Background: an optimization exercise with open tools, aiming at small area and a short achievable clock period. Do not read the settings as production practice.
RTL that was checked went through simulation tests only; none was proved equivalent to the original.

==> inputs of branch amber <==
==> flow/design.v <==
module Scrambler(
  input         clock,
  input         reset,
  input  [63:0] io_in,
  output [63:0] io_out
);
  reg [63:0] z1;  
  reg [63:0] z2;  
  reg [63:0] z3;  
  reg [63:0] z4;  
  reg [63:0] z5;  
  reg [63:0] z6;  
  reg [63:0] z7;  
  reg [63:0] z8;  
  reg [63:0] z9;  
  reg [63:0] z10;  
  reg [63:0] z11;  
  reg [63:0] z12;  
  reg [63:0] z13;  
  reg [63:0] z14;  
  reg [63:0] z15;  
  reg [63:0] z16;  
  reg [63:0] z17;  
  reg [63:0] z18;  
  reg [63:0] z19;  
  reg [63:0] z20;  
  reg [63:0] z21;  
  reg [63:0] z22;  
  reg [63:0] z23;  
  wire [63:0] y0 = z18 + z23;  
  assign io_out = y0 + io_in;  
  always @(posedge clock) begin
    if (reset) begin
      z1 <= 64'h0;
      z2 <= 64'h0;
      z3 <= 64'h0;
      z4 <= 64'h0;
      z5 <= 64'h0;
      z6 <= 64'h0;
      z7 <= 64'h0;
      z8 <= 64'h0;
      z9 <= 64'h0;
      z10 <= 64'h0;
      z11 <= 64'h0;
      z12 <= 64'h0;
      z13 <= 64'h0;
      z14 <= 64'h0;
      z15 <= 64'h0;
      z16 <= 64'h0;
      z17 <= 64'h0;
      z18 <= 64'h0;
      z19 <= 64'h0;
      z20 <= 64'h0;
      z21 <= 64'h0;
      z22 <= 64'h0;
      z23 <= 64'h0;
    end else begin
      z1 <= io_out;  
      z2 <= z1;  
      z3 <= z2;  
      z4 <= z3;  
      z5 <= z4;  
      z6 <= z5;  
      z7 <= z6;  
      z8 <= z7;  
      z9 <= z8;  
      z10 <= z9;  
      z11 <= z10;  
      z12 <= z11;  
      z13 <= z12;  
      z14 <= z13;  
      z15 <= z14;  
      z16 <= z15;  
      z17 <= z16;  
      z18 <= z17;  
      z19 <= z18;  
      z20 <= z19;  
      z21 <= z20;  
      z22 <= z21;  
      z23 <= z22;  
    end
  end
endmodule
==> flow/run.sh <==
#!/bin/bash
# synth_recipe.tcl (not shown) runs the flow's synth.tcl, then flattens the netlist and writes it again
# the make line also repeats each setting of config.mk as NAME=value (left out here)
make -C /OpenROAD-flow-scripts/flow DESIGN_CONFIG=/design/flow/config.mk WORK_HOME=/design/flow/orfs CLKGATE_MAP_FILE= SYNTH_SCRIPT=/design/flow/synth_recipe.tcl finish
==> flow/config.mk <==
export PLATFORM = sky130hd
export DESIGN_NAME = Scrambler
export DESIGN_NICKNAME = Scrambler
export VERILOG_FILES = /design/flow/design.v
export SDC_FILE = /design/flow/constraint.sdc
export NUM_CORES = 4
export LEC_CHECK = 0
export CAP_MARGIN = 20
export CORE_MARGIN = 2
export CORE_UTILIZATION = 40
export SLEW_MARGIN = 20
==> flow/constraint.sdc <==
create_clock -name core_clock -period 6.0 [get_ports {clock}]
set_input_delay 1.2000 -clock core_clock [delete_from_list [all_inputs] [get_ports {clock}]]
set_output_delay 1.2000 -clock core_clock [all_outputs]
set_load 0.01 [all_outputs]
==> branch willow (differences from branch amber) <==
==> flow/design.v (replaced) <==
module add64_sk(input [63:0] a, input [63:0] b, output [63:0] s);
  reg [63:0] g, p, gn, pn;
  integer i, d;
  always @* begin
    g = a & b;
    p = a ^ b;
    for (d = 1; d < 64; d = d * 2) begin
      gn = g;
      pn = p;
      for (i = 0; i < 64; i = i + 1) begin
        if ((i / d) % 2 == 1) begin
          gn[i] = g[i] | (p[i] & g[(i / d) * d - 1]);
          pn[i] = p[i] & p[(i / d) * d - 1];
        end
      end
      g = gn;
      p = pn;
    end
  end
  assign s = a ^ b ^ {g[62:0], 1'b0};
endmodule
module Scrambler(
  input         clock,
  input         reset,
  input  [63:0] io_in,
  output [63:0] io_out
);
  reg [63:0] c1;
  reg [63:0] c2;
  reg [63:0] c3;
  reg [63:0] c4;
  reg [63:0] c5;
  reg [63:0] c6;
  reg [63:0] c7;
  reg [63:0] c8;
  reg [63:0] c9;
  reg [63:0] c10;
  reg [63:0] c11;
  reg [63:0] c12;
  reg [63:0] c13;
  reg [63:0] c14;
  reg [63:0] c15;
  reg [63:0] c16;
  reg [63:0] c17;
  reg [63:0] c18;
  reg [63:0] c19;
  reg [63:0] c20;
  reg [63:0] c21;
  reg [63:0] c22;
  reg [63:0] c23;
  reg  [4:0] cnt;    
  reg        vb;     
  reg        va;     
  wire vb_next = !reset && (vb || cnt == 5'd4);
  wire va_next = !reset && (va || cnt == 5'd17);
  wire [63:0] s = c1 + c19;
  add64_sk u_out (.a(io_in), .b(c1), .s(io_out));
  always @(posedge clock) begin
    c23 <= io_out;
    c22 <= c23;
    c21 <= c22;
    c20 <= c21;
    c19 <= vb_next ? c20 : 64'h0;
    c18 <= io_in + s;
    c17 <= c18;
    c16 <= c17;
    c15 <= c16;
    c14 <= c15;
    c13 <= c14;
    c12 <= c13;
    c11 <= c12;
    c10 <= c11;
    c9 <= c10;
    c8 <= c9;
    c7 <= c8;
    c6 <= c7;
    c5 <= c6;
    c4 <= c5;
    c3 <= c4;
    c2 <= c3;
    c1  <= va_next ? c2 : 64'h0;
  end
  always @(posedge clock) begin
    if (reset) begin
      cnt <= 5'd0;
    end else if (!va) begin
      cnt <= cnt + 5'd1;
    end
    vb <= vb_next;
    va <= va_next;
  end
endmodule
ABC_CLOCK_PERIOD_IN_PS = 3000   (was default)
CORE_UTILIZATION = 55   (was 40)
SETUP_SLACK_MARGIN = 2.0   (was default)
==> branch onyx (differences from branch amber) <==
==> flow/design.v (replaced) <==
module Scrambler(
  input         clock,
  input         reset,
  input  [63:0] io_in,
  output [63:0] io_out
);
  reg [63:0] c1;
  reg [63:0] c2;
  reg [63:0] c3;
  reg [63:0] c4;
  reg [63:0] c5;
  reg [63:0] c6;
  reg [63:0] c7;
  reg [63:0] c8;
  reg [63:0] c9;
  reg [63:0] c10;
  reg [63:0] c11;
  reg [63:0] c12;
  reg [63:0] c13;
  reg [63:0] c14;
  reg [63:0] c15;
  reg [63:0] c16;
  reg [63:0] c17;
  reg [63:0] c18;
  reg [63:0] c19;
  reg [63:0] c20;
  reg [63:0] c21;
  reg [63:0] c22;
  reg [63:0] c23;
  reg  [4:0] cnt;    
  reg        vb;     
  reg        va;     
  wire [63:0] c1m  = va ? c1  : 64'h0;
  wire [63:0] c19m = vb ? c19 : 64'h0;
  wire [63:0] s    = c1m + c19m;
  assign io_out = io_in + c1m;
  always @(posedge clock) begin
    c23 <= io_out;
    c22 <= c23;
    c21 <= c22;
    c20 <= c21;
    c19 <= c20;
    c18 <= io_in + s;
    c17 <= c18;
    c16 <= c17;
    c15 <= c16;
    c14 <= c15;
    c13 <= c14;
    c12 <= c13;
    c11 <= c12;
    c10 <= c11;
    c9 <= c10;
    c8 <= c9;
    c7 <= c8;
    c6 <= c7;
    c5 <= c6;
    c4 <= c5;
    c3 <= c4;
    c2 <= c3;
    c1 <= c2;
  end
  always @(posedge clock) begin
    if (reset) begin
      cnt <= 5'd0;
      va  <= 1'b0;
      vb  <= 1'b0;
    end else begin
      if (!va) cnt <= cnt + 5'd1;
      if (cnt == 5'd4)  vb <= 1'b1;
      if (cnt == 5'd17) va <= 1'b1;
    end
  end
endmodule
ABC_CLOCK_PERIOD_IN_PS = 3000   (was default)
SETUP_SLACK_MARGIN = 2.2   (was default)
==> branch harbor (differences from branch amber) <==
==> flow/design.v (replaced) <==
module Scrambler(
  input         clock,
  input         reset,
  input  [63:0] io_in,
  output [63:0] io_out
);
  reg [63:0] c1;
  reg [63:0] c2;
  reg [63:0] c3;
  reg [63:0] c4;
  reg [63:0] c5;
  reg [63:0] c6;
  reg [63:0] c7;
  reg [63:0] c8;
  reg [63:0] c9;
  reg [63:0] c10;
  reg [63:0] c11;
  reg [63:0] c12;
  reg [63:0] c13;
  reg [63:0] c14;
  reg [63:0] c15;
  reg [63:0] c16;
  reg [63:0] c17;
  reg [63:0] c18;
  reg [63:0] c19;
  reg [63:0] c20;
  reg [63:0] c21;
  reg [63:0] c22;
  reg [63:0] c23;
  reg  [4:0] cnt;    
  reg        vb;     
  reg        va;     
  wire [63:0] c1m  = va ? c1  : 64'h0;
  wire [63:0] c19m = vb ? c19 : 64'h0;
  wire [63:0] s    = c1m + c19m;
  assign io_out = io_in + c1m;
  always @(posedge clock) begin
    c23 <= io_out;
    c22 <= c23;
    c21 <= c22;
    c20 <= c21;
    c19 <= c20;
    c18 <= io_in + s;
    c17 <= c18;
    c16 <= c17;
    c15 <= c16;
    c14 <= c15;
    c13 <= c14;
    c12 <= c13;
    c11 <= c12;
    c10 <= c11;
    c9 <= c10;
    c8 <= c9;
    c7 <= c8;
    c6 <= c7;
    c5 <= c6;
    c4 <= c5;
    c3 <= c4;
    c2 <= c3;
    c1 <= c2;
  end
  always @(posedge clock) begin
    if (reset) begin
      cnt <= 5'd0;
      va  <= 1'b0;
      vb  <= 1'b0;
    end else begin
      if (!va) cnt <= cnt + 5'd1;
      if (cnt == 5'd4)  vb <= 1'b1;
      if (cnt == 5'd17) va <= 1'b1;
    end
  end
endmodule
==> qor summary <==
metric                                                   branch willow  branch amber  branch harbor  branch onyx
Outcome                               no timing/DRC/antenna violations  no timing/DRC/antenna violations  no timing/DRC/antenna violations  no timing/DRC/antenna violations
Buffers & Inverters on Critical Path                                 6             6              5            5
Non-clock inverter count in the final layout                        37            21             31           31
Starting Density                                                 55.5%         40.3%          40.3%        40.3%
Number of inserted diodes                                            1             5              9            1
Number of synthesized register bits                               1479          1472           1479         1479
Met1 routing resource usage after global routing                 24.9%         19.1%          21.6%        21.7%
Simple-gate portion of the synthesized area                      5.37%         22.2%          6.66%        6.66%
Post-CTS setup-driven buffer insertion count                        43            13              7           45
Count of distinct cell types in the synthesized netlist             62            69             82           82
Avg WL per Cell                                                16.1 µm       13.2 µm        16.4 µm      17.0 µm
Worst path depth                                                    17            17             14           16
Repair and plain buffers                                           349           393            380          413
CP Data Arrival Time                                           4.29 ns       4.72 ns        4.62 ns      4.22 ns
For branch amber and branch willow, only the layout was checked, not whether the RTL still works.

separate check: timing with driven ports:
No port has a modelled driver above. Below, the same layouts with a new extraction and two added sets of constraints.
Step 1 assumes that a clkbuf_16 drives the clock port and a buf_2 every other input.
Step 2 adds t to the input delays and takes it off the output delays; t is the mean of the earliest and latest rising clock arrival at the registers after step 1. Input paths then give back, and output paths get back, about the clock's delay inside the block.
a / b / c = no drivers / after step 1 / after step 2; a / b = the first two.
run	t, ns	setup WS [ns]	worst slew at a driven data input, ns
branch amber	0.787	0.079 / 0.061 / 0.061	0.09
branch willow	0.762	0.514 / 0.485 / -0.212	0.06
branch onyx	0.775	0.577 / 0.534 / 0.553	0.08
branch harbor	0.784	0.176 / 0.146 / 0.146	0.07
Met with ideal ports but missed after step 2: setup timing in branch willow. For branch willow, which loses most, drivers alone change the setup slack by -0.029 ns; drivers and shift together by -0.726 ns.
